Background: an optimization exercise with open tools, aiming at small area and a short achievable clock period. Do not read the settings as production practice. Function not checked in this run: the RTL went through the layout flow alone. No activity file was given, so power comes from the tool's default toggle rates.

==> design.v <==
module mux4_1 #(parameter BIT_WIDTH = 32)
(
  input      [1:0]           sel,
  input      [BIT_WIDTH-1:0] in0,
  input      [BIT_WIDTH-1:0] in1,
  input      [BIT_WIDTH-1:0] in2,
  input      [BIT_WIDTH-1:0] in3,
  output reg [BIT_WIDTH-1:0] out 
);
always @(*) begin
  case (sel)
    2'b00: out = in0;
    2'b01: out = in1;
    2'b10: out = in2;
    2'b11: out = in3;
    default : out = 0;
  endcase
end
endmodule
module ALU(
  input  [31:0] a             ,   
  input  [31:0] b             ,   
  input  [3:0]  ALUSel        ,  
  output reg [31:0] alu_result,   
  output zero_flag             
  );
  parameter ALUadd  =  4'b0000;
  parameter ALUsub  =  4'b0001;
  parameter ALUsll  =  4'b0010;
  parameter ALUslt  =  4'b0011;
  parameter ALUsltu =  4'b0100;
  parameter ALUxor  =  4'b0101;
  parameter ALUsrl  =  4'b0110;
  parameter ALUsra  =  4'b0111;
  parameter ALUor   =  4'b1000;
  parameter ALUand  =  4'b1001;
  parameter ALUnop  =  4'b1111;
  assign zero_flag = (alu_result == 32'd0) ? 1'b1: 1'b0;
  always @(*)
    begin 
    case(ALUSel)
      ALUadd : alu_result = a + b;  
      ALUsub : alu_result = a - b;  
      ALUsll : alu_result = a << b[4:0];
      ALUslt : alu_result = $signed(a) < $signed(b);
      ALUsltu: alu_result = a < b;
      ALUxor : alu_result = a ^ b;
      ALUsrl : alu_result = a >> b[4:0];
      ALUsra : alu_result = ({32{a[31]}} << {6'd32 - {1'b0, a[4:0]}}) |
                (a >> b[4:0]);
      ALUor  : alu_result = a | b;
      ALUand : alu_result = a & b;
      ALUnop : alu_result = 0;
      default:alu_result = 0;  
    endcase
  end
endmodule
module Branch_Comparator
(
  input        BrUn    ,
  input  [31:0]ex_DataA,
  input  [31:0]ex_DataB,
  output  reg  BrEq    ,
  output  reg  BrLt     
);
always @(*) begin
  if (BrUn) begin
      BrEq = (ex_DataA == ex_DataB) ? 1'b1 : 1'b0;
      BrLt = (ex_DataA < ex_DataB) ? 1'b1 : 1'b0;
  end
  else begin
      BrEq = ($signed(ex_DataA) == $signed(ex_DataB)) ? 1'b1 : 1'b0;
      BrLt = ($signed(ex_DataA) <  $signed(ex_DataB)) ? 1'b1 : 1'b0;
  end
end
endmodule
module Imm_Gen (
  input     [31:0] inst       ,
  input     [2:0]  ImmSel     ,
  output reg[31:0] imm         
);
  always @(*) begin : proc_imm
    case (ImmSel)
      3'b000: imm = {{20{inst[31]}},inst[31:20]};
      3'b001: imm = {{20{inst[31]}},inst[31:25], inst[11:7]};
      3'b010: imm = {{20{inst[31]}}, inst[7], inst[30:25], inst[11:8], 1'b0};
      3'b011: imm = {{12{inst[31]}}, inst[19:12], inst[20], inst[30:21], 1'b0};
      3'b100: imm = {inst[31:12],12'b0};
      default : imm = 32'b0;
    endcase
  end
endmodule
module Control_Unit(
    input            clk    ,
    input            rst_n  ,
    input            BrEq   ,
    input            BrLT   ,
    input      [6:0] opcode ,
    input      [6:0] funct7 ,
    input      [2:0] funct3 ,
    output reg [2:0] ImmSel ,
    output reg [1:0] PCSel  ,
    output reg       BrUn   ,
    output reg       ASel   ,
    output reg       BSel   ,
    output reg       MemRW  ,
    output reg       RegWEn ,
    output reg [1:0] WBSel  ,
    output reg [3:0] ALUSel  
);
parameter ImmSelI = 3'b000;
parameter ImmSelS = 3'b001;
parameter ImmSelB = 3'b010;
parameter ImmSelJ = 3'b011;
parameter ImmSelU = 3'b100;
parameter ImmSelR = 3'b111;
parameter ALUadd  =  4'b0000;
parameter ALUsub  =  4'b0001;
parameter ALUsll  =  4'b0010;
parameter ALUslt  =  4'b0011;
parameter ALUsltu =  4'b0100;
parameter ALUxor  =  4'b0101;
parameter ALUsrl  =  4'b0110;
parameter ALUsra  =  4'b0111;
parameter ALUor   =  4'b1000;
parameter ALUand  =  4'b1001;
parameter ALUnop  =  4'b1111;
parameter NoP     = 7'b0000000;
parameter R       = 7'b0110011;
parameter addi    = 7'b0010011;
parameter lw      = 7'b0000011;
parameter sw      = 7'b0100011;
parameter SB      = 7'b1100011;
parameter jalr    = 7'b1100111;
parameter jal     = 7'b1101111;
parameter auipc   = 7'b0010111;
always @(*)
begin
    ImmSel      = ImmSelR;
    PCSel       = 0;
    BrUn        = 0;
    ASel        = 0;
    BSel        = 0;
    MemRW       = 0;
    RegWEn      = 0;
    WBSel       = 2'b00;
    ALUSel      = ALUnop;
    case(opcode)
    R:
        case(funct3)
        3'b000:
            case(funct7)
            7'b0000000:  
                begin
                    PCSel       = 0;  
                    ImmSel      = ImmSelR;
                    ASel        = 0;  
                    BSel        = 0;  
                    ALUSel      = ALUadd;
                    MemRW       = 0;  
                    RegWEn      = 1;
                    WBSel       = 2'b01;  
                end
            7'b0100000:  
                begin
                    PCSel       = 0;  
                    ImmSel      = ImmSelR;
                    ASel        = 0;  
                    BSel        = 0;  
                    ALUSel      = ALUsub;
                    MemRW       = 0;  
                    RegWEn      = 1;
                    WBSel       = 2'b01;  
                end
            endcase
        3'b001:  
            begin
                PCSel           = 0;  
                ImmSel          = ImmSelR;
                ASel            = 0;  
                BSel            = 0;  
                ALUSel          = ALUsll;
                MemRW           = 0; 
                RegWEn          = 1;
                WBSel           = 2'b01;  
            end
        3'b010:  
            begin
                PCSel           = 0;  
                ImmSel          = ImmSelR;
                ASel            = 0;  
                BSel            = 0;  
                ALUSel          = ALUslt;
                MemRW           = 0;  
                RegWEn          = 1;
                WBSel           = 2'b01;  
            end
        3'b011:  
            begin
                PCSel           = 0;  
                ImmSel          = ImmSelR;
                ASel            = 0;  
                BSel            = 0;  
                ALUSel          = ALUsltu;
                MemRW           = 0;  
                RegWEn          = 1;
                WBSel           = 2'b01;  
            end
        3'b100:  
            begin
                PCSel           = 0;  
                ImmSel          = ImmSelR;
                ASel            = 0;  
                BSel            = 0;  
                ALUSel          = ALUxor;
                MemRW           = 0;  
                RegWEn          = 1;
                WBSel           = 2'b01;  
            end
        3'b101:
            case(funct7)
            7'b0000000:  
                begin
                    PCSel       = 0;  
                    ImmSel      = ImmSelR;
                    ASel        = 0;  
                    BSel        = 0;  
                    ALUSel      = ALUsrl;
                    MemRW       = 0;  
                    RegWEn      = 1;
                    WBSel       = 2'b01;  
                end
            7'b0100000:  
                begin
                    PCSel       = 0;  
                    ImmSel      = ImmSelR;
                    ASel        = 0;  
                    BSel        = 0;  
                    ALUSel      = ALUsra;
                    MemRW       = 0;  
                    RegWEn      = 1;
                    WBSel       = 2'b01;  
                end
            endcase
        3'b110:  
            begin
                PCSel           = 0;  
                ImmSel          = ImmSelR;
                ASel            = 0;  
                BSel            = 0;  
                ALUSel          = ALUor;
                MemRW           = 0;  
                RegWEn          = 1;
                WBSel           = 2'b01;  
            end
        3'b111:  
            begin
                PCSel           = 0;  
                ImmSel          = ImmSelR;
                ASel            = 0;  
                BSel            = 0;  
                ALUSel          = ALUand;
                MemRW           = 0;  
                RegWEn          = 1;
                WBSel           = 2'b01;  
            end
        endcase
    addi:
        begin
            PCSel               = 0;  
            ImmSel              = ImmSelI;  
            ASel                = 0;  
            BSel                = 1;  
            ALUSel              = ALUadd;
            MemRW               = 0;  
            RegWEn              = 1;
            WBSel               = 2'b01;  
        end
    lw:
        begin
            PCSel               = 0;  
            ImmSel              = ImmSelI;  
            BrUn                = 1'b0;
            ASel                = 0;  
            BSel                = 1;  
            ALUSel              = ALUadd;
            MemRW               = 0;  
            RegWEn              = 1;
            WBSel               = 2'b00;  
            end
    sw:
        begin
            PCSel               = 0;  
            ImmSel              = ImmSelS;  
            BrUn                = 1'b0;
            ASel                = 0;  
            BSel                = 1;  
            ALUSel              = ALUadd;
            MemRW               = 1;  
            RegWEn              = 0;
            WBSel               = 2'b00;
            end
    SB:
        case(funct3)
        3'b000:  
            begin
                PCSel           = (BrEq) ? 1 : 0;  
                ImmSel          = ImmSelB;  
                ASel            = 1;  
                BSel            = 1;  
                ALUSel          = ALUadd;
                MemRW           = 0;  
                RegWEn          = 0;
                WBSel           = 2'b00;
            end
        3'b001:  
            begin
                PCSel           = (BrLT) ? 0 : 1;  
                ImmSel          = ImmSelB;  
                ASel            = 1;  
                BSel            = 1;  
                ALUSel          = ALUadd;
                MemRW           = 0;  
                RegWEn          = 0;
                WBSel           = 2'b00;
            end
        3'b100:  
            begin
                PCSel           = (BrLT) ? 1 : 0;  
                ImmSel          = ImmSelB;  
                BrUn            = 0;
                ASel            = 1;  
                BSel            = 1;  
                ALUSel          = ALUadd;
                MemRW           = 0; 
                RegWEn          = 0;
                WBSel           = 2'b00;
            end
        3'b101:  
            begin
                PCSel           = (BrLT) ? 1 : 0;  
                ImmSel          = ImmSelB;  
                BrUn            = 1;
                ASel            = 1;  
                BSel            = 1;  
                ALUSel          = ALUadd;
                MemRW           = 0;  
                RegWEn          = 0;
                WBSel           = 2'b00;
            end
        endcase
    jalr:
        begin
            PCSel               = 2;  
            ImmSel              = ImmSelI;  
            ASel                = 0;  
            BSel                = 1;  
            ALUSel              = ALUadd;
            MemRW               = 0;  
            RegWEn              = 1;
            WBSel               = 2'b10;  
        end
    jal:
        begin
            PCSel               = 2;  
            ImmSel              = ImmSelJ;  
            ASel                = 1;  
            BSel                = 1;  
            ALUSel              = ALUadd;
            MemRW               = 0;  
            RegWEn              = 1;
            WBSel               = 2'b10;  
        end
    auipc:
        begin
            PCSel               = 0;  
            ImmSel              = ImmSelU;  
            BrUn                = 1'b0;
            ASel                = 1;  
            BSel                = 1;  
            ALUSel              = ALUadd;
            MemRW               = 0;  
            RegWEn              = 1;
            WBSel               = 2'b01;  
        end
    default: ALUSel             = ALUnop;
    endcase
end
endmodule
module Forwarding_Unit(
      input  wire [4:0]  ex_rs1     ,
      input  wire [4:0]  ex_rs2     ,
      input  wire [4:0]  mem_rd     ,
      input  wire [4:0]  wb_rd      ,
      input              mem_RegWEn ,
      input              wb_RegWEn  ,
      input              mem_MemRW  ,
      output reg  [1:0]  ForwardASel,
      output reg  [1:0]  ForwardBSel 
  );
always @(*)
  begin
    if ((mem_RegWEn == 1)&&(mem_MemRW == 1)&&(mem_rd!=5'b00000)&&(mem_rd==ex_rs1))
      begin
        ForwardASel = 2'b10;
      end
    else
      begin
        ForwardASel = 2'b00;
      end
    if ((mem_RegWEn == 1)&&(mem_MemRW == 1)&&(mem_rd!= 5'b00000)&&(mem_rd==ex_rs2))
      begin
        ForwardBSel = 2'b10;
      end
    else
      begin
        ForwardBSel = 2'b00;
      end
    if ((wb_RegWEn == 1)&&(mem_MemRW == 0)&&(wb_rd!= 5'b00000)&&(wb_rd==ex_rs1))
      begin
        ForwardASel = 2'b01;
      end
    else
      begin
        ForwardASel = 2'b00;
      end
    if ((wb_RegWEn == 1)&&(mem_MemRW == 0)&&(wb_rd!= 5'b00000)&&(wb_rd==ex_rs2))
      begin
        ForwardBSel = 2'b01;
      end
    else
      begin
        ForwardBSel = 2'b00;
      end
  end
endmodule
module Hazard_Detection_Unit(
      input              clk            ,
      input              rst_n          ,
      input  wire[4:0]   id_rs1         ,
      input  wire[4:0]   id_rs2         ,
      input  wire[4:0]   ex_rd          ,
      input      [6:0]   opcode         ,
      input              ex_MemRW       ,
      output reg         PCWrite        ,
      output             Reg_IF_ID_Data  
);
parameter NoP     = 7'b0000000;
parameter R       = 7'b0110011;
parameter addi    = 7'b0010011;
parameter lw      = 7'b0000011;
parameter sw      = 7'b0100011;
parameter SB      = 7'b1100011;
parameter jalr    = 7'b1100111;
parameter jal     = 7'b1101111;
parameter auipc   = 7'b0010111;
  reg [1:0] cnt0    ;
  reg [1:0] cnt1    ;
  wire      cnt_en0 ;
  reg       cnt_en1 ;
  wire      PCWrite0;
  wire      PCWrite1;
  assign cnt_en0 = ((opcode == SB) || (opcode == jalr)) ? 1 : 0;
  assign PCWrite0= ((cnt0 == 1) || (cnt0 == 2)) ? 0 : 1;
  assign PCWrite1= (cnt1 == 1) ? 0 : 1;
  assign Reg_IF_ID_Data = ((cnt0 == 1) || (cnt0 == 2)) ? 0 : 1;
  always @(posedge clk or negedge rst_n) begin
    if(~rst_n) begin
      cnt0 <= 0;
    end else begin
      if (cnt_en0) begin
        if (cnt0 < 2) begin
          cnt0 <= cnt0 +1;
        end else cnt0 <= 0;
      end 
      else cnt0 <= 0;
    end
  end
  always @(posedge clk or negedge rst_n) begin
    if(~rst_n) begin
      cnt1 <= 0;
    end else begin
      if (cnt_en1) begin
        if (cnt1 < 1) begin
          cnt1 <= cnt1 +1;
        end else cnt1 <= 0;
      end 
      else cnt1 <= 0;
    end
  end
  always @(*) begin
    if((ex_MemRW == 0) && (ex_rd == id_rs1) && (ex_rd != 0)) begin
      cnt_en1          = 1;
    end
    else begin
      cnt_en1          = 0;
    end
    if((ex_MemRW == 0) && (ex_rd == id_rs2) && (ex_rd != 0)) begin
      cnt_en1          = 1;
    end
    else begin
      cnt_en1          = 0;
    end
  end
  always @(*) begin : proc_PCWrite
    if ((opcode == SB) || (opcode == jalr)) begin
      PCWrite = PCWrite0;
    end 
    else PCWrite = PCWrite1;
  end
endmodule
module Register_Array (
    input  wire               clk    ,
    input  wire               rst_n  ,
    input  wire               RegWEn ,
    input  wire [4:0]         AddrD  ,
    input  wire [31:0]        DataD  ,
    input  wire [4:0]         AddrA  ,
    output reg  [31:0]        DataA  ,
    input  wire [4:0]         AddrB  ,
    output reg  [31:0]        DataB   
);
    reg[31:0]  regs[0:31];
    always @ (posedge clk) begin
        if (!rst_n) begin
            regs[0]  <=0;
            regs [1] <=0;
            regs [2] <=0;
            regs [3] <=0;
            regs [4] <=0;
            regs [5] <=0;
            regs [6] <=0;
            regs [7] <=0;
            regs [8] <=0;
            regs [9] <=0;
            regs [10]<=0;
            regs [11]<=0;
            regs [12]<=0;
            regs [13]<=0;
            regs [14]<=0;
            regs [15]<=0;
            regs [16]<=0;
            regs [17]<=0;
            regs [18]<=0;
            regs [19]<=0;
            regs [20]<=0;
            regs [21]<=0;
            regs [22]<=0;
            regs [23]<=0;
            regs [24]<=0;
            regs [25]<=0;
            regs [26]<=0;
            regs [27]<=0;
            regs [28]<=0;
            regs [29]<=0;
            regs [30]<=0;
            regs [31]<=0;
        end
        else begin
            if (RegWEn && AddrD != 0) begin
                regs[AddrD] <= DataD;
            end
        end
    end
    always @ (*) begin
        if (!rst_n || AddrA == 0) begin
            DataA <= 0;
        end else if (!RegWEn && AddrA == AddrD) begin
            DataA <= DataD;
        end else begin
            DataA <= regs[AddrA];
        end
    end
    always @ (*) begin
        if (!rst_n || AddrB == 0) begin
            DataB <= 0;
        end else if (!RegWEn && AddrB == AddrD) begin
            DataB <= DataD;
        end else begin
            DataB <= regs[AddrB];
        end
    end
endmodule
module Reg_IF_ID (
  input  wire        clk    ,
  input  wire        rst_n  ,
  input  wire [31:0] if_pc  ,
  input  wire [31:0] if_inst,
  output reg  [31:0] id_pc  ,
  output reg  [31:0] id_inst 
);
  always @ (posedge clk or negedge rst_n) begin
    if (!rst_n) begin
      id_pc   <= 0;
      id_inst <= 0;
    end else begin
      id_pc   <= if_pc;
      id_inst <= if_inst;
    end
  end
endmodule  
module Reg_ID_EX (
  input  wire        clk        ,
  input  wire        rst_n      ,
  input  wire [31:0] id_inst    ,
  input  wire [31:0] id_pc      ,
  input  wire [31:0] id_DataA   ,
  input  wire [31:0] id_DataB   ,
  input  wire [4:0]  id_rd      ,
  input  wire [4:0]  id_rs1     ,
  input  wire [4:0]  id_rs2     ,
  input       [2:0]  id_ImmSel  ,
  input       [1:0]  id_PCSel   ,
  input              id_BrUn    ,
  input              id_ASel    ,
  input              id_BSel    ,
  input              id_MemRW   ,
  input              id_RegWEn  ,
  input       [1:0]  id_WBSel   ,
  input       [3:0]  id_ALUSel  ,
  input       [31:0] id_imm     ,
  output reg  [31:0] ex_inst    ,
  output reg  [31:0] ex_DataA   ,
  output reg  [31:0] ex_DataB   ,
  output reg  [31:0] ex_pc      ,
  output reg  [4:0]  ex_rd      ,
  output reg  [4:0]  ex_rs1     ,
  output reg  [4:0]  ex_rs2     ,
  output reg  [2:0]  ex_ImmSel  ,
  output reg  [31:0] ex_imm     ,
  output reg  [1:0]  ex_PCSel   ,
  output reg         ex_BrUn    ,
  output reg         ex_ASel    ,
  output reg         ex_BSel    ,
  output reg         ex_MemRW   ,
  output reg         ex_RegWEn  ,
  output reg  [1:0]  ex_WBSel   ,
  output reg  [3:0]  ex_ALUSel   
);
  always @ (posedge clk) begin
    if (!rst_n) begin
      ex_imm   <= 0;
      ex_inst  <= 0;
      ex_pc    <= 0;
      ex_DataA <= 0;
      ex_DataB <= 0;
      ex_PCSel <= 0;
      ex_BrUn  <= 0;
      ex_ASel  <= 0;
      ex_BSel  <= 0;
      ex_MemRW <= 0;
      ex_RegWEn<= 0;
      ex_rd    <= 0;
      ex_rs1   <= 0;
      ex_rs2   <= 0;
      ex_ALUSel<= 0;
      ex_ImmSel<= 0;
      ex_WBSel <= 0;
    end else if (1) begin
      ex_imm   <= id_imm   ;
      ex_inst  <= id_inst  ;
      ex_pc    <= id_pc    ;
      ex_DataA <= id_DataA ;
      ex_DataB <= id_DataB ;
      ex_PCSel <= id_PCSel ;
      ex_BrUn  <= id_BrUn  ;
      ex_ASel  <= id_ASel  ;
      ex_BSel  <= id_BSel  ;
      ex_MemRW <= id_MemRW ;
      ex_RegWEn<= id_RegWEn;
      ex_rd    <= id_rd    ;
      ex_rs1   <= id_rs1   ;
      ex_rs2   <= id_rs2   ;
      ex_ALUSel<= id_ALUSel;
      ex_ImmSel<= id_ImmSel;
      ex_WBSel <= id_WBSel ;
    end
  end
endmodule  
module Reg_EX_MEM (
  input  wire        clk        ,
  input  wire        rst_n      ,
  input  wire        ex_MemRW   ,
  input  wire        ex_RegWEn  ,
  input  wire [4:0]  ex_rd      ,
  input  wire [31:0] ex_pc      ,
  input  wire [31:0] ex_imm     ,
  input  wire [31:0] ex_DataB   ,
  input  wire [31:0] ex_ALU_out ,
  input  wire [1:0]  ex_WBSel   ,
  input  wire [4:0]  ex_rs2     ,
  output reg         mem_RegWEn ,
  output reg         mem_MemRW  ,
  output reg  [1:0]  mem_WBSel  ,
  output reg  [31:0] mem_imm    ,
  output reg  [4:0]  mem_rd     ,
  output reg  [4:0]  mem_rs2    ,
  output reg  [31:0] mem_ALU_out,
  output reg  [31:0] mem_DataB  ,
  output reg  [31:0] mem_pc      
);
  always @ (posedge clk) begin
    if (!rst_n) begin
      mem_RegWEn   <= 0;
      mem_pc       <= 0;
      mem_ALU_out  <= 0;
      mem_DataB    <= 0;
      mem_imm      <= 0;
      mem_MemRW    <= 0;
      mem_rd       <= 0;
      mem_WBSel    <= 0;
      mem_rs2      <= 0;
    end else if (1) begin
      mem_RegWEn   <= ex_RegWEn ;
      mem_pc       <= ex_pc     ;
      mem_ALU_out  <= ex_ALU_out;
      mem_DataB    <= ex_DataB  ;
      mem_imm      <= ex_imm    ;
      mem_MemRW    <= ex_MemRW  ;
      mem_rd       <= ex_rd     ;
      mem_WBSel    <= ex_WBSel  ;
      mem_rs2      <= ex_rs2    ;
    end
  end
endmodule  
module Reg_MEM_WB (
  input  wire        clk        ,
  input  wire        rst_n      ,
  input  wire        mem_RegWEn ,
  input  wire [4:0]  mem_rd     ,
  input  wire [31:0] mem_pc     ,
  input  wire [31:0] mem_imm    ,
  input  wire [31:0] mem_DataB  ,
  input  wire [31:0] mem_ALU_out,
  input  wire [31:0] mem_WBData ,
  output reg         wb_RegWEn  ,
  output reg  [31:0] wb_WBData  ,
  output reg  [4:0]  wb_rd      , 
  output reg  [31:0] wb_ALU_out , 
  output reg  [31:0] wb_DataB   , 
  output reg  [31:0] wb_pc      ,
  output reg  [31:0] wb_imm     
);
  always @ (posedge clk) begin
    if (!rst_n) begin
      wb_WBData   <= 0;
      wb_RegWEn   <= 0;
      wb_pc       <= 0;
      wb_ALU_out  <= 0;
      wb_DataB    <= 0;
      wb_imm      <= 0;
      wb_rd       <= 0;
    end
    else begin
      wb_WBData   <= mem_WBData ;
      wb_RegWEn   <= mem_RegWEn ;
      wb_pc       <= mem_pc     ;
      wb_ALU_out  <= mem_ALU_out;
      wb_DataB    <= mem_DataB  ;
      wb_imm      <= mem_imm    ;
      wb_rd       <= mem_rd     ;
    end
  end
endmodule  
module Reg_PC(
  input         clk             ,
  input         rst_n           ,
  input  [31:0] ALU_out         ,
  input  [31:0] jump_pc         ,
  input         PCWrite         , 
  input  [1:0]  PCSel           , 
  output [31:0] pc_next           
  );
  reg [31:0] pc_curr;
  wire[31:0] pc_plus_1;
  assign pc_plus_1 = pc_curr + 32'h0001;
  assign pc_next = PCWrite ? pc_curr : 0; 
  always @(posedge clk or negedge rst_n) begin : proc_pc
    if(~rst_n) begin
      pc_curr <= 0;
    end else begin
      if (PCWrite == 0) begin
        pc_curr <=  pc_curr;
      end
      else begin
        if (PCSel == 1) begin
          pc_curr <= ALU_out;
        end
        else begin
          if (PCSel == 0) begin
            pc_curr <= pc_plus_1;
          end
          else pc_curr <= jump_pc;
        end
      end
    end
  end
endmodule
module State_IF (
  input        clk         ,   
  input        rst_n       ,   
  input [31:0] ex_ALU_out  ,
  input        PCWrite     ,
  input [31:0] jump_pc     ,
  input [1:0]  PCSel       ,
  input [31:0] imem_rdata  ,
  output[31:0] instruction ,
  output[31:0] pc           
);
  wire [31:0] pc_next;
  assign pc = pc_next;
  Reg_PC Reg_PC_i
  (
  .clk         (clk        ),
  .rst_n       (rst_n      ),
  .ALU_out     (ex_ALU_out ),
  .jump_pc     (jump_pc    ),
  .PCWrite     (PCWrite    ),
  .PCSel       (PCSel      ),
  .pc_next     (pc_next    ) 
  );
  assign instruction = imem_rdata;
endmodule
module Execute_Unit(
  input        clk        ,
  input        rst_n      ,
  input        id_BrUn    ,
  input        id_ASel    ,
  input        id_BSel    ,
  input [31:0] ex_pc      ,
  input [31:0] mem_ALU_out,
  input [1:0]  ForwardASel, 
  input [1:0]  ForwardBSel, 
  input [31:0] ex_DataA   ,
  input [31:0] ex_DataB   ,
  input [31:0] imm        ,
  input [31:0] wb_WBData  ,
  input [3:0]  ex_ALUSel      ,
  output[31:0] ex_ALU_out     ,
  output       ex_BrEq        ,
  output       ex_BrLT        ,
  output[31:0] ex_ForwardDataB 
);
  wire [31:0] ALU_DataA   ;
  wire [31:0] ALU_DataB   ;
  wire [31:0] ForwardDataA;
  wire [31:0] ForwardDataB;
  wire zero_flag;
  assign ex_ForwardDataB = ForwardDataB;
  assign ALU_DataA = id_ASel ? ex_pc : ForwardDataA;
  assign ALU_DataB = id_BSel ? imm   : ForwardDataB;
  mux4_1 ForwardA_mux
  (
  .sel(ForwardASel ),
  .in0(ex_DataA    ),
  .in1(wb_WBData   ),
  .in2(mem_ALU_out ),
  .in3(32'd0       ),
  .out(ForwardDataA) 
  );
  mux4_1 ForwardB_mux
  (
  .sel(ForwardBSel ),
  .in0(ex_DataB    ),
  .in1(wb_WBData   ),
  .in2(mem_ALU_out ),
  .in3(32'd0       ),
  .out(ForwardDataB) 
  );
  Branch_Comparator Branch_Comparator_i
  (
  .BrUn       (id_BrUn    ),
  .ex_DataA   (ex_DataA   ),
  .ex_DataB   (ex_DataB   ),
  .BrEq       (ex_BrEq    ),
  .BrLt       (ex_BrLT    ) 
  );
  ALU ALU_Unit
  (
  .a          (ALU_DataA   ),
  .b          (ALU_DataB   ),
  .ALUSel     (ex_ALUSel   ),
  .alu_result (ex_ALU_out  ),
  .zero_flag  (zero_flag   ) 
  );
endmodule
module Risc_32_bit
(
  input         clk       ,
  input         rst_n     ,
  output [31:0] imem_addr ,
  input  [31:0] imem_rdata,
  output [31:0] dmem_addr ,
  output [31:0] dmem_wdata,
  output        dmem_we   ,
  input  [31:0] dmem_rdata
);
  parameter ImmSelI = 3'b000;
  parameter ImmSelS = 3'b001;
  parameter ImmSelB = 3'b010;
  parameter ImmSelJ = 3'b011;
  parameter ImmSelU = 3'b100;
  parameter ImmSelR = 3'b111;
  wire [31:0] if_inst;
  wire [31:0] if_pc  ;
  wire [31:0] id_pc    ;
  wire [6:0]  id_opcode;
  wire [31:0] id_inst  ;
  wire [4:0]  id_rd    ;
  wire [4:0]  id_rs1   ;
  wire [4:0]  id_rs2   ;
  wire [2:0]  id_funct3;
  wire [6:0]  id_funct7;
  wire [2:0]  id_ImmSel;
  wire [31:0] id_imm   ;
  wire [1:0]  id_PCSel ;
  wire        id_BrUn  ;
  wire        id_ASel  ;
  wire        id_BSel  ;
  wire        id_MemRW ;
  wire        id_RegWEn;
  wire [1:0]  id_WBSel ;
  wire [3:0]  id_ALUSel;
  wire [31:0] id_DataA ;
  wire [31:0] id_DataB ;
  wire [31:0] id_jump_pc;
  wire [31:0] ex_imm         ;
  wire        ex_we          ;
  wire [31:0] ex_DataA       ;
  wire [31:0] ex_DataB       ;
  wire [31:0] ex_pc          ;
  wire [4:0]  ex_rd          ;
  wire [4:0]  ex_rs1         ;
  wire [4:0]  ex_rs2         ;
  wire [2:0]  ex_ImmSel      ;
  wire        ex_BrEq        ;
  wire        ex_BrLT        ;
  wire [1:0]  ex_PCSel       ;
  wire        ex_BrUn        ;
  wire        ex_ASel        ;
  wire        ex_BSel        ;
  wire        ex_MemRW       ;
  wire        ex_RegWEn      ;
  wire [1:0]  ex_WBSel       ;
  wire [3:0]  ex_ALUSel      ;
  wire [31:0] ex_inst        ;
  wire [31:0] ex_ALU_out     ;
  wire [31:0] ex_ForwardDataB;
  wire        mem_RegWEn ;
  wire        mem_MemRW  ;
  wire [4:0]  mem_rd     ;
  wire [31:0] mem_imm    ;
  wire [31:0] mem_ALU_out;
  wire [31:0] mem_DataB  ;
  wire [31:0] mem_pc     ;
  wire [31:0] mem_WBData ;
  wire [1:0]  mem_WBSel  ;
  wire [4:0]  mem_rs2    ;
  wire        wb_RegWEn  ;
  wire [4:0]  wb_rd      ;
  wire [31:0] wb_ALU_out ;
  wire [31:0] wb_DataB   ;
  wire [31:0] wb_pc      ;
  wire [31:0] wb_WBData  ;
  wire [31:0] wb_imm     ;
  wire        PCWrite    ;
  wire        Reg_IF_ID_Data  ;
  wire [1:0]  ForwardASel;
  wire [1:0]  ForwardBSel;
  State_IF State_IF_if
  (
  .clk        (clk         ),
  .rst_n      (rst_n       ),
  .ex_ALU_out (ex_ALU_out  ),
  .PCWrite    (PCWrite     ),
  .jump_pc    (id_jump_pc  ),
  .PCSel      (id_PCSel    ),
  .imem_rdata (imem_rdata  ),
  .instruction(if_inst     ),
  .pc         (if_pc       ) 
  );
  assign imem_addr = if_pc;
  Reg_IF_ID Reg_IF_ID_i
  (
  .clk    (clk    ),
  .rst_n  (rst_n  ),
  .if_pc  (if_pc  ),
  .if_inst(if_inst),
  .id_pc  (id_pc  ),
  .id_inst(id_inst) 
  );
  assign id_opcode = id_inst[6:0];
  assign id_rd     = ((id_ImmSel != ImmSelS) || (id_ImmSel != ImmSelB)) ? id_inst[11:7] : 0;
  assign id_rs1    = ((id_ImmSel != ImmSelJ) || (id_ImmSel != ImmSelU)) ? id_inst[19:15]: 0;
  assign id_rs2    = ((id_ImmSel == ImmSelR) || (id_ImmSel == ImmSelB) || (id_ImmSel== ImmSelS)) ? id_inst[24:20] : 0; 
  assign id_funct3 = id_inst[14:12];
  assign id_funct7 = id_inst[31:25];
  assign id_jump_pc= (id_ImmSel == ImmSelB) ? (id_pc + id_imm) : 0;
  Control_Unit Control_Unit_i
  (
   .clk        (clk        ),
   .rst_n      (rst_n      ),
   .funct7     (id_funct7  ),
   .funct3     (id_funct3  ),
   .BrEq       (ex_BrEq    ),
   .BrLT       (ex_BrLT    ),
   .ImmSel     (id_ImmSel  ),
   .opcode     (id_opcode  ),
   .PCSel      (id_PCSel   ),
   .BrUn       (id_BrUn    ),
   .ASel       (id_ASel    ),
   .BSel       (id_BSel    ),
   .RegWEn     (id_RegWEn  ),
   .MemRW      (id_MemRW   ),
   .WBSel      (id_WBSel   ),
   .ALUSel     (id_ALUSel  ) 
  );
  Register_Array Register_Array_i
  (
  .clk          (clk       ),
  .rst_n        (rst_n     ),
  .RegWEn       (wb_RegWEn ),
  .AddrD        (wb_rd     ),
  .DataD        (wb_WBData ),
  .AddrA        (id_rs1    ),
  .AddrB        (id_rs2    ),
  .DataA        (id_DataA  ),
  .DataB        (id_DataB  ) 
  );
  Imm_Gen ImmGen_i
  (
  .inst       (id_inst    ),
  .ImmSel     (id_ImmSel  ),
  .imm        (id_imm     ) 
  );
  Reg_ID_EX Reg_ID_EX
  (
  .clk      (clk      ),
  .rst_n    (rst_n    ),
  .id_inst  (id_inst  ),
  .id_pc    (id_pc    ),
  .id_DataA (id_DataA ),
  .id_DataB (id_DataB ),
  .id_rd    (id_rd    ),
  .id_rs1   (id_rs1   ),
  .id_rs2   (id_rs2   ),
  .id_imm   (id_imm   ),
  .id_ImmSel(id_ImmSel),
  .id_PCSel (id_PCSel ),
  .id_BrUn  (id_BrUn  ),
  .id_ASel  (id_ASel  ),
  .id_BSel  (id_BSel  ),
  .id_MemRW (id_MemRW ),
  .id_RegWEn(id_RegWEn),
  .id_WBSel (id_WBSel ),
  .id_ALUSel(id_ALUSel),
  .ex_inst  (ex_inst  ),
  .ex_DataA (ex_DataA ),
  .ex_DataB (ex_DataB ),
  .ex_pc    (ex_pc    ),
  .ex_rd    (ex_rd    ),
  .ex_rs1   (ex_rs1   ),
  .ex_rs2   (ex_rs2   ),
  .ex_imm   (ex_imm   ),
  .ex_ImmSel(ex_ImmSel),
  .ex_PCSel (ex_PCSel ),
  .ex_BrUn  (ex_BrUn  ),
  .ex_ASel  (ex_ASel  ),
  .ex_BSel  (ex_BSel  ),
  .ex_MemRW (ex_MemRW ),
  .ex_RegWEn(ex_RegWEn),
  .ex_WBSel (ex_WBSel ),
  .ex_ALUSel(ex_ALUSel) 
  );
  Execute_Unit Execute_Unit_i
  (
  .clk            (clk            ),
  .rst_n          (rst_n          ),
  .id_BrUn        (ex_BrUn        ),
  .id_ASel        (ex_ASel        ),
  .id_BSel        (ex_BSel        ),
  .ex_pc          (ex_pc          ),
  .mem_ALU_out    (mem_ALU_out    ),
  .ForwardASel    (ForwardASel    ),
  .ForwardBSel    (ForwardBSel    ),
  .ex_DataA       (ex_DataA       ),
  .ex_DataB       (ex_DataB       ),
  .imm            (ex_imm         ),
  .wb_WBData      (wb_WBData      ),
  .ex_ALUSel      (ex_ALUSel      ),
  .ex_ALU_out     (ex_ALU_out     ),
  .ex_ForwardDataB(ex_ForwardDataB),
  .ex_BrEq        (ex_BrEq        ),
  .ex_BrLT        (ex_BrLT        ) 
  );
  Reg_EX_MEM Reg_EX_MEM
  (
  .clk        (clk        ),
  .rst_n      (rst_n      ),
  .ex_RegWEn  (ex_RegWEn  ),
  .ex_imm     (ex_imm     ),
  .ex_MemRW   (ex_MemRW   ),
  .ex_rd      (ex_rd      ),
  .ex_rs2     (ex_rs2     ),
  .ex_pc      (ex_pc      ),
  .ex_DataB   (ex_DataB   ),
  .ex_ALU_out (ex_ALU_out ),
  .ex_WBSel   (ex_WBSel   ),
  .mem_imm    (mem_imm    ),
  .mem_RegWEn (mem_RegWEn ),
  .mem_MemRW  (mem_MemRW  ),
  .mem_rd     (mem_rd     ),
  .mem_rs2    (mem_rs2    ),
  .mem_ALU_out(mem_ALU_out),
  .mem_DataB  (mem_DataB  ),
  .mem_pc     (mem_pc     ),
  .mem_WBSel  (mem_WBSel  ) 
  );
  wire [31:0] DataB_out;
  assign dmem_addr  = mem_ALU_out;
  assign dmem_wdata = ex_ForwardDataB;
  assign dmem_we    = mem_MemRW;
  assign DataB_out  = (mem_MemRW == 0) ? dmem_rdata : 32'd0;
  Reg_MEM_WB Reg_MEM_WB_i
  (
  .clk        (clk        ),
  .rst_n      (rst_n      ),
  .mem_RegWEn (mem_RegWEn ),
  .mem_rd     (mem_rd     ),
  .mem_pc     (mem_pc     ),
  .mem_imm    (mem_imm    ),
  .mem_WBData (mem_WBData ),
  .mem_DataB  (DataB_out  ),  
  .mem_ALU_out(mem_ALU_out),
  .wb_imm     (wb_imm     ),
  .wb_RegWEn  (wb_RegWEn  ),
  .wb_rd      (wb_rd      ),
  .wb_ALU_out (wb_ALU_out ),
  .wb_DataB   (wb_DataB   ),
  .wb_WBData  (wb_WBData  ),
  .wb_pc      (wb_pc      ) 
  );
  wire [31:0] mem_pc_plus_1 = mem_pc + 32'h0001;
  mux4_1 WBMux_i
  (
  .sel(mem_WBSel    ),
  .in0(DataB_out    ),
  .in1(mem_ALU_out  ),
  .in2(mem_pc_plus_1),
  .in3(32'd0        ),
  .out(mem_WBData    ) 
  );
  Hazard_Detection_Unit Hazard_Detection_Unit_i
  (
  .clk            (clk           ),
  .rst_n          (rst_n         ),
  .opcode         (id_opcode     ),
  .id_rs1         (id_rs1        ),
  .id_rs2         (id_rs2        ),
  .ex_rd          (ex_rd         ),
  .ex_MemRW       (ex_MemRW      ),
  .PCWrite        (PCWrite       ),
  .Reg_IF_ID_Data (Reg_IF_ID_Data) 
  );
  Forwarding_Unit Forwarding_Unit_i
  (
  .ex_rs1     (ex_rs1     ),
  .ex_rs2     (ex_rs2     ),
  .mem_rd     (mem_rd     ),
  .wb_rd      (wb_rd      ),
  .mem_RegWEn (mem_RegWEn ),
  .wb_RegWEn  (wb_RegWEn  ),
  .mem_MemRW  (mem_MemRW  ),
  .ForwardASel(ForwardASel),
  .ForwardBSel(ForwardBSel) 
  );
endmodule
==> run.sh <==
#!/bin/bash
# synth_recipe.tcl (not shown) runs the flow's synth.tcl, then flattens the netlist and writes it again
# the make line also repeats each setting of config.mk as NAME=value (left out here)
make -C /OpenROAD-flow-scripts/flow DESIGN_CONFIG=/design/flow/config.mk WORK_HOME=/design/flow/orfs CLKGATE_MAP_FILE= SYNTH_SCRIPT=/design/flow/synth_recipe.tcl finish
==> config.mk <==
export PLATFORM = sky130hd
export DESIGN_NAME = Risc_32_bit
export DESIGN_NICKNAME = Risc_32_bit
export VERILOG_FILES = /design/flow/design.v
export SDC_FILE = /design/flow/constraint.sdc
export NUM_CORES = 4
export LEC_CHECK = 0
export CAP_MARGIN = 20
export CORE_MARGIN = 2
export CORE_UTILIZATION = 40
export SLEW_MARGIN = 20
==> constraint.sdc <==
create_clock -name core_clock -period 8.5 [get_ports {clk}]
set_input_delay 1.7000 -clock core_clock [delete_from_list [all_inputs] [get_ports {clk}]]
set_output_delay 1.7000 -clock core_clock [all_outputs]
set_load 0.01 [all_outputs]
==> results.json <==
{
  "run_status": "no timing/DRC/antenna violations",
  "cts_buffer_depth": 3,
  "row_count": 163,
  "drc_errors": 0,
  "synth_top_family_by_area": "simple AND/OR/NAND/NOR gates",
  "synth_mux_area_share_pct": 13.9,
  "hold_end": "Reg_MEM_WB_i.wb_rd[0]",
  "fin_crit_sh_pct": 83.4,
  "ant_nets": 0,
  "cts_max_level": 4,
  "final.min_clock_period_ps": 7090,
  "rsz0062_at_grt": "false",
  "area_delta_synth_final_pct": 12.1,
  "post-synth-top-count-cell": "and2_1",
  "clk_pin_slew_worst_paths_ps": 60,
  "synthXorXnorAreaFrac_pct": 0.913,
  "clock-sinks": 1389,
  "synth-compound-area-share_pct": 11.7,
  "synth-edff-count": 1024,
  "worstMarginPinSlew_ps": 1290,
  "r2r_setup_slack_ps": 1410,
  "ys_seq_area_share_pct": 48.4,
  "yosys.area_share.simple_pct": 18.6,
  "finalHoldViolCount": 0,
  "crit_path_top_delay_cell": "nor2_4",
  "p_per_area_nw_per_um2": 204,
  "critPathKind": "reg -> reg",
  "yosys-top-cells-count": "1,142 x and2_1, 1,024 x edfxtp_1, 669 x nand2_1",
  "clkLatencyLatePin_ps": 860,
  "core_um2": 198000,
  "cts_tree": "yes",
  "cts_hold_buffers": 0,
  "pin_count": 163,
  "die_w_um": 450,
  "startpoint_type": "flip-flop",
  "synth_area_leaders": "edfxtp_1 39%, mux4_2 9.4%, and2_1 9.0%",
  "fin_skew_ps": 68.5,
  "path_max_fanout": 24,
  "yosysTopAreaCell": "edfxtp_1",
  "design.die.area_um2": 203000,
  "clock-root-buffer": "clkbuf_16",
  "synth_top_cell_area_share_pct": 38.6,
  "netlist-cell-type-count": 108,
  "final_net_count": 7334,
  "cts_buffers": 158,
  "place_hpwl_mm": 235,
  "wl_per_cell_um": 35.9,
  "hold_start": "Reg_EX_MEM.mem_rd[0]",
  "synthArstFlopShare_pct": 7.20,
  "reg2reg_depth": 17,
  "grt_pass1_wl_mm": 491,
  "critPathRequiredTime_ps": 9180,
  "hold_depth": 1,
  "grt_max_degree": 131,
  "ys.flop_type": "edfxtp_1",
  "synthCells": 7267,
  "die_y_um": 450,
  "maxSlewHeadroom_pct": 13.2,
  "grt_util_all_layers_pct": 34.2,
  "r2r_start": "Reg_MEM_WB_i.wb_rd[1]",
  "initial_utilization_pct": 40.3,
  "maxCapViolations": 0,
  "synthAdderAreaFrac_pct": 2.19,
  "vias": 64229,
  "ir_worst_vdd_uv": 232,
  "finalWirelength_mm": 356,
  "cts_setup_buffers": 0,
  "drv_slew": 0,
  "syn_area_um2": 79600,
  "critPathMaxStageDelay_ps": 780,
  "grt_pass1_vias": 61407,
  "io_buffers": 162,
  "grt_overflow": 0,
  "min_path_type": "reg -> reg",
  "crit_chain": "xor2_1 -> or4_4 -> nor2_4 -> o311a_1 -> inv_1 -> ha_1 -> or3_1 -> or3_1 -> a21oi_1 -> nor4_1 -> a221oi_1 -> a41oi_1 -> a21oi_1 -> a32oi_1 -> xor2_1 -> a211oi_1 -> o21ai_1",
  "leakagePower_nw": 32.9,
  "setup_tns_ps": 0,
  "finalSetupViolations": 0,
  "cp_data_arrival_time_ps": 7770,
  "ys_ff_latch": 1389,
  "timing.final.ws_setup_ps": 1410,
  "viasPerCell": 6.48,
  "reg2reg_to": "State_IF_if.Reg_PC_i.pc_curr[30]",
  "place_ws_ps": 1510,
  "end_kind": "flip-flop",
  "antenna_found_initial": 35,
  "first_pass_iters": 7,
  "max_freq_mhz": 141,
  "ys_warn_count": 13,
  "drive_gt1_share_pct": 14.5,
  "ctsResizeCount": 0,
  "synthesis.area_per_instance_um2": 11.0,
  "place_congestion": 1.04,
  "first_iter_violations": 9597
}
metal layers:
layer	up-vias	GRT usage, %	part of all wire, %
met2	4466	52.5	44
met4	10	19.1	6.6
li1	26604	-	-
met1	32184	44.5	38
met5	-	0	0.019
met3	965	8.29	11
cells in the final DEF, fill, tap and decap left out, types with 57 or more instances in the layout:
cell type	Yosys	layout
a211oi_1	85	85
a21oi_1	304	303
and2_1	1142	1139
buf_4	12	166
clkbuf_16	0	161
clkdlybuf4s50_1	0	161
dfrtp_1	100	93
dfxtp_1	265	243
edfxtp_1	1024	1024
ha_1	136	136
inv_1	148	147
mux2_2	111	111
mux2i_1	235	234
mux4_2	331	331
nand2_1	669	661
nand3_1	302	302
nor2_1	350	314
nor3_1	59	57
o2111ai_1	59	59
o21ai_0	242	208
o221ai_1	118	118
o22ai_1	82	82
xnor2_1	61	61
report_power, final:
| part | leakage (nW) | switching (mW) | total, mW | internal (mW) |
|---|---|---|---|---|
| logic | 16.0 | 2.21 | 3.35 | 1.13 |
| registers | 14.4 | 0.401 | 7.99 | 7.59 |
| clock network | 2.47 | 3.04 | 6.84 | 3.79 |
| total | 32.9 | 5.66 | 18.2 | 12.5 |
how the worst max path moves through the flow:
stage	startpoint	end	slack (ps)	cells past startpoint
CTS	Reg_MEM_WB_i.wb_rd[1]	State_IF_if.Reg_PC_i.pc_curr[28]	1460	17
floorplan	Reg_MEM_WB_i.wb_rd[3]	State_IF_if.Reg_PC_i.pc_curr[28]	3270	19
detailed placement	Reg_MEM_WB_i.wb_rd[1]	State_IF_if.Reg_PC_i.pc_curr[28]	1510	17
global placement	Reg_MEM_WB_i.wb_rd[1]	State_IF_if.Reg_PC_i.pc_curr[28]	1700	17
global route	Reg_MEM_WB_i.wb_rd[1]	State_IF_if.Reg_PC_i.pc_curr[28]	1080	17
finish	Reg_MEM_WB_i.wb_rd[1]	State_IF_if.Reg_PC_i.pc_curr[30]	1410	17
stage by stage:
stage	cells	total power [mW]	instance area (µm²)	util [%]	hold WS, ps
5_1_grt	9901	18.6	89200	45.1	445
3_3_place_gp	9609	11.4	84100	42.5	415
6_report	9914	18.2	89200	45.2	402
3_5_place_dp	9610	11.4	84100	42.6	419
4_1_cts	9899	18.1	89200	45.1	406
2_1_floorplan	7298	9.82	79700	-	412
worst max-delay path, delay by kind of cell (launching register included):
family | cells | cell delay, ps
AOI/OAI and AO/OA | 8 | 2660
and+or+nand+nor | 5 | 2370
DFF | 1 | 690
adders and majority gates | 1 | 490
xor gates and xnor gates | 2 | 440
buffers and inverters | 1 | 210
registers in the layout (all words and copies together), names as in the netlist, 32 cells and up:
register	flops
Register_Array_i.regs	1024
Reg_EX_MEM.mem_ALU_out	32
Reg_EX_MEM.mem_pc	32
Reg_ID_EX.ex_DataA	32
Reg_ID_EX.ex_DataB	32
Reg_ID_EX.ex_imm	32
Reg_ID_EX.ex_pc	32
Reg_IF_ID_i.id_inst	32
Reg_IF_ID_i.id_pc	32
Reg_MEM_WB_i.wb_WBData	32
State_IF_if.Reg_PC_i.pc_curr	32
layout make-up:
class | count | area (µm²)
multi-input combinational | 5076 | 38400
antenna | 15 | 37.5
clock buffer | 227 | 4480
tap | 2640 | 3300
timing repair buffer | 344 | 3190
fill | 18161 | 108000
sequential | 1389 | 38600
inverter | 161 | 619
clock inverter | 62 | 632
cells by family after synthesis:
kind of cell	Yosys count
AND/OR/NAND/NOR	2811
flip-flops	1389
AO/OA/AOI/OAI	1334
buffers and inverters	833
multiplexers	678
adder cells (fa/ha/maj)	138
XOR/XNOR	83
other	1

[static timing again, ports no longer ideal]
The flow's constraints put no driver on any port. The routed layout listed below was extracted and timed again, unchanged, in two steps. Step 1, drivers: a clkbuf_16 drives clk and a buf_2 each remaining input, both assumed. Step 2 times the ports against the registers' clock, not the clock port: input delays grow and output delays shrink by t, the midpoint of the rising clock arrivals with the driver on. Slacks: ideal / step 1 / step 2; pairs: ideal / step 1.
t (ns): 0.908
setup slack, ns: 1.408 / 1.408 / 1.408
worst setup path after step 2: register to register
clock arrival spread, ns: 0.070 / 0.070
slew at the worst register clock pin (ns): 0.09 / 0.09
After both steps setup and hold are still met in this run. For this run, drivers alone change the setup slack by 0.000 ns; drivers and shift together by 0.000 ns.
